What follows belongs to an exercise in optimizing a design on an open flow for small area; a production flow would make more cautious choices. Function was checked by simulation only, so behaviour that the tests miss may differ from the original.

## I2C_Top
module I2C_Top
    (
        input clk,
        input rst,  
        input processor,
        input Sda_In,  
        output Sda_Out,  
        output Scl_Out,  
        output an7, an6, an5, an4, an3, an2, an1, an0, ca, cb, cc, cd, ce, cf, cg, dp
    );
    wire [6:0] Address;
    wire [7:0] Data_Frames;
    wire writes;
    wire [3:0] shtreads, bytesreceived, outputreceivedcounter;
    wire [2:0] masterstateout;
    wire [7:0] datareceived;
    wire [15:0] tempoutput, rhoutput;
    wire tempreadyout, rhreadyout;
    wire [2:0] sclstateout;
    wire CRC_Error_Out;
    wire Scl_Flag_Out;
    wire bitstrobe, bytedone;
    i2c_master master1 (
        .clk (clk),
        .rst (rst),
        .Sda_Out(Sda_Out),
        .Sda_In(Sda_In),
        .Processor_Ready(processor),
        .Command_Data_Frames(Data_Frames),
        .Peripheral_Address(Address),
        .Scl_Out(Scl_Out),
        .i2c_writes(writes),
        .SHT_Reads(shtreads),
        .Bytes_Received(bytesreceived),
        .Data_Received(datareceived),
        .Output_Received_Counter(outputreceivedcounter),
        .Master_State_Out(masterstateout),
        .Scl_State_Out(sclstateout),
        .CRC_Error_Out(CRC_Error_Out),
        .Scl_Flag_Out(Scl_Flag_Out),
        .Bit_Strobe(bitstrobe),
        .Byte_Done(bytedone)
        );
    i2c_sht40 peripheral1 (
        .clk (clk),
        .rst (rst),
        .Output_Received_Counter(outputreceivedcounter),
  ...
==> module segdisplay, before the edit <==
module segdisplay 
    (
        input clk,
        input rst,
        input [15:0] i_temp, i_rh,
        input i_r_temp, i_r_rh,
        output an7, an6, an5, an4, an3, an2, an1, an0,  
        output ca, cb, cc, cd, ce, cf, cg, dp  
    );
    reg [10:0] cnt;
    reg [2:0] sd;
    reg [3:0] code;
    wire blank = (cnt == 11'd2047);
    wire next_digit = &cnt[10:6] && cnt[4] && cnt[0];  
    reg [6:0] ut, uh;
    wire load_ok = !(&cnt[10:6] && (cnt[5] || cnt[4] || (cnt[3] && |cnt[2:0])));  
    wire [2:0] nd = sd + 1;
    wire sel_h = load_ok ? i_r_rh : nd[2];
    wire [15:0] x = sel_h ? i_rh : i_temp;
    wire [18:0] xm;
    seg_rca #(19) a_xm (.a({3'b0, x}), .b(sel_h ? {2'b0, x, 1'b0} : {1'b0, x, 2'b0}), .ci(1'b0), .s(xm));
    wire [22:0] p;
    seg_rca #(23) a_p (.a(sel_h ? {x, 7'b0} : {xm[16:0], 6'b0}), .b(~{4'b0, xm}), .ci(1'b1), .s(p));
    wire [18:0] d;
    seg_rca #(19) a_d (.a({3'b0, p[15:0]}), .b({1'b0, p[15:0], 2'b0}), .ci(1'b0), .s(d));
    wire [3:0] deci = d[18:15];
    always @(posedge clk) begin
        if (rst) begin
            ut <= 7'd49;
            uh <= 7'd6;
        end else begin
            if (i_r_temp && load_ok) ut <= p[22:16];
            if (i_r_rh && load_ok) uh <= p[22:16];
        end
    end
    wire [6:0] v = nd[2] ? (uh - 7'd6) : (ut - 7'd49);
    wire [3:0] tens = (v >= 100) ? 4'd15 : v / 10;
    wire [3:0] ones = v % 10;
    wire [3:0] ncode = (nd[1:0] == 2'd0) ? tens :
                       (nd[1:0] == 2'd1) ? ones :
                       (nd[1:0] == 2'd2) ? deci :
                       (nd[2] ? 4'd11 : 4'd10);
    always @(posedge clk) begin
        if (rst) begin
            cnt <= 11'd2047;
            sd <= 3'd7;
            code <= 4'd15;
        end else begin
            if (next_digit) begin
                cnt <= 0;
                sd <= nd;
                code <= ncode;
            end else
                cnt <= cnt + 1;
        end
    end
    assign an7 = blank | (sd != 3'd0);
    assign an6 = blank | (sd != 3'd1);
    assign an5 = blank | (sd != 3'd2);
    assign an4 = blank | (sd != 3'd3);
    assign an3 = blank | (sd != 3'd4);
    assign an2 = blank | (sd != 3'd5);
    assign an1 = blank | (sd != 3'd6);
    assign an0 = blank | (sd != 3'd7);
    assign dp = an6 & an2;
    wire [6:0] seg =
        (code == 4'd0) ? 7'b0000001 :
        (code == 4'd1) ? 7'b1001111 :
        (code == 4'd2) ? 7'b0010010 :
        (code == 4'd3) ? 7'b0000110 :
        (code == 4'd4) ? 7'b1001100 :
        (code == 4'd5) ? 7'b0100100 :
        (code == 4'd6) ? 7'b0100000 :
        (code == 4'd7) ? 7'b0001111 :
        (code == 4'd8) ? 7'b0000000 :
        (code == 4'd9) ? 7'b0000100 :
        (code == 4'd10) ? 7'b0111000 :
        (code == 4'd11) ? 7'b1001000 : 7'b1111111;
    assign {ca, cb, cc, cd, ce, cf, cg} = seg;
endmodule
clock: 15.0 ns
lec_check: 0
abc_area: 1
cap_margin: 20
core_margin: 2
core_utilization: 75
cts_buf_list: sky130_fd_sc_hd__clkbuf_4 sky130_fd_sc_hd__clkbuf_8
slew_margin: 20
standard.sh (not shown) runs the stock make flow with config.mk's settings and CLKGATE_MAP_FILE= SYNTH_SCRIPT=/design/flow/synth_recipe.tcl, a recipe that flattens the netlist after the stock synthesis.
==> flow/flow/run.sh <==
#!/bin/bash
# Own flow: the standard layout (standard.sh) with these changes:
#  - synthesis reads a copy of ORFS's scripts in which abc_area.script is
#    replaced by flow/abc_area.script (a stronger ABC area script); the
#    flip-flops are mapped before ABC runs, so the registers, their names and
#    cell types are those of the standard synthesis;
#  - clock tree synthesis adds no dummy load cells (-dont_use_dummy_load);
#  - the port buffers that global placement inserts on every input and output
#    are sky130_fd_sc_hd__buf_1 cells.
set -euo pipefail
W=$PWD
rm -rf "$W/scripts_mod"
cp -r "$FLOW_HOME/scripts" "$W/scripts_mod"
cp "$W/flow/abc_area.script" "$W/scripts_mod/abc_area.script"
bash standard.sh SCRIPTS_DIR="$W/scripts_mod" synth > "$W/standard_synth.log" 2>&1
bash standard.sh BUFFER_PORTS_ARGS="-buffer_cell sky130_fd_sc_hd__buf_1" CTS_ARGS="-sink_clustering_enable -repair_clock_nets -dont_use_dummy_load -root_buf sky130_fd_sc_hd__clkbuf_8 -buf_list {sky130_fd_sc_hd__clkbuf_4}" finish > "$W/standard_finish.log" 2>&1
==> flow/flow/abc_area.script <==
strash
&get -n
&deepsyn -T 60
&nf -p -F 8 -A 4 -a -R 1000
&put
topo
dnsize -c
The first run completed with no timing, DRC or antenna violations.
Change:
--- a/flow/design.v
+++ b/flow/design.v
@@ -481,12 +481,12 @@
         end
     end
     wire [6:0] v = nd[2] ? (uh - 7'd6) : (ut - 7'd49);
-    wire [3:0] tens = (v >= 100) ? 4'd15 : v / 10;
+    wire [3:0] tens = v / 10;
     wire [3:0] ones = v % 10;
     wire [3:0] ncode = (nd[1:0] == 2'd0) ? tens :
                        (nd[1:0] == 2'd1) ? ones :
                        (nd[1:0] == 2'd2) ? deci :
-                       (nd[2] ? 4'd11 : 4'd10);
+                       (nd[2] ? 4'd14 : 4'd13);
     always @(posedge clk) begin
         if (rst) begin
             cnt <= 11'd2047;
@@ -521,8 +521,8 @@
         (code == 4'd7) ? 7'b0001111 :
         (code == 4'd8) ? 7'b0000000 :
         (code == 4'd9) ? 7'b0000100 :
-        (code == 4'd10) ? 7'b0111000 :
-        (code == 4'd11) ? 7'b1001000 : 7'b1111111;
+        (code == 4'd13) ? 7'b0111000 :
+        (code == 4'd14) ? 7'b1001000 : 7'b1111111;
     assign {ca, cb, cc, cd, ce, cf, cg} = seg;
 endmodule
 module I2C_Top
The changed run produced a clean layout.
Setup slack gets better by 260 ps.
Cell count rose slightly.
Sequential share of layout area went down by 0.38 points.
Design area rose slightly.
Die area increases slightly.
Clock-buffer cell count does not change.
Area after synthesis climbs slightly.
Maximum frequency rises by a few percent.

## what the ideal ports hide
How much do the figures lean on ideal ports? The routed layouts below were timed once more, with nothing changed but the port constraints. Step 1 assumes that a clkbuf_16 drives the clock port and a buf_2 every other input. Step 2 adds t to the input delays and takes it off the output delays; t is the mean of the earliest and latest rising clock arrival at the registers after step 1. Input paths then give back, and output paths get back, about the clock's delay inside the block. Three values: no drivers, after step 1, after step 2; two values: the first two.
| run | t (ns) | setup WS [ns] | hold WS [ns] | worst setup path at the end | worst data-port slew with drivers (ns) |
|---|---|---|---|---|---|
| the first run | 0.438 | 4.718 / 4.718 / 4.718 | 0.456 / 0.456 / 0.456 | register to register | 0.03 |
| the second run | 0.442 | 4.982 / 4.982 / 4.982 | 0.478 / 0.478 / 0.478 | register to register | 0.03 |
After both steps setup and hold are still met in every run listed.
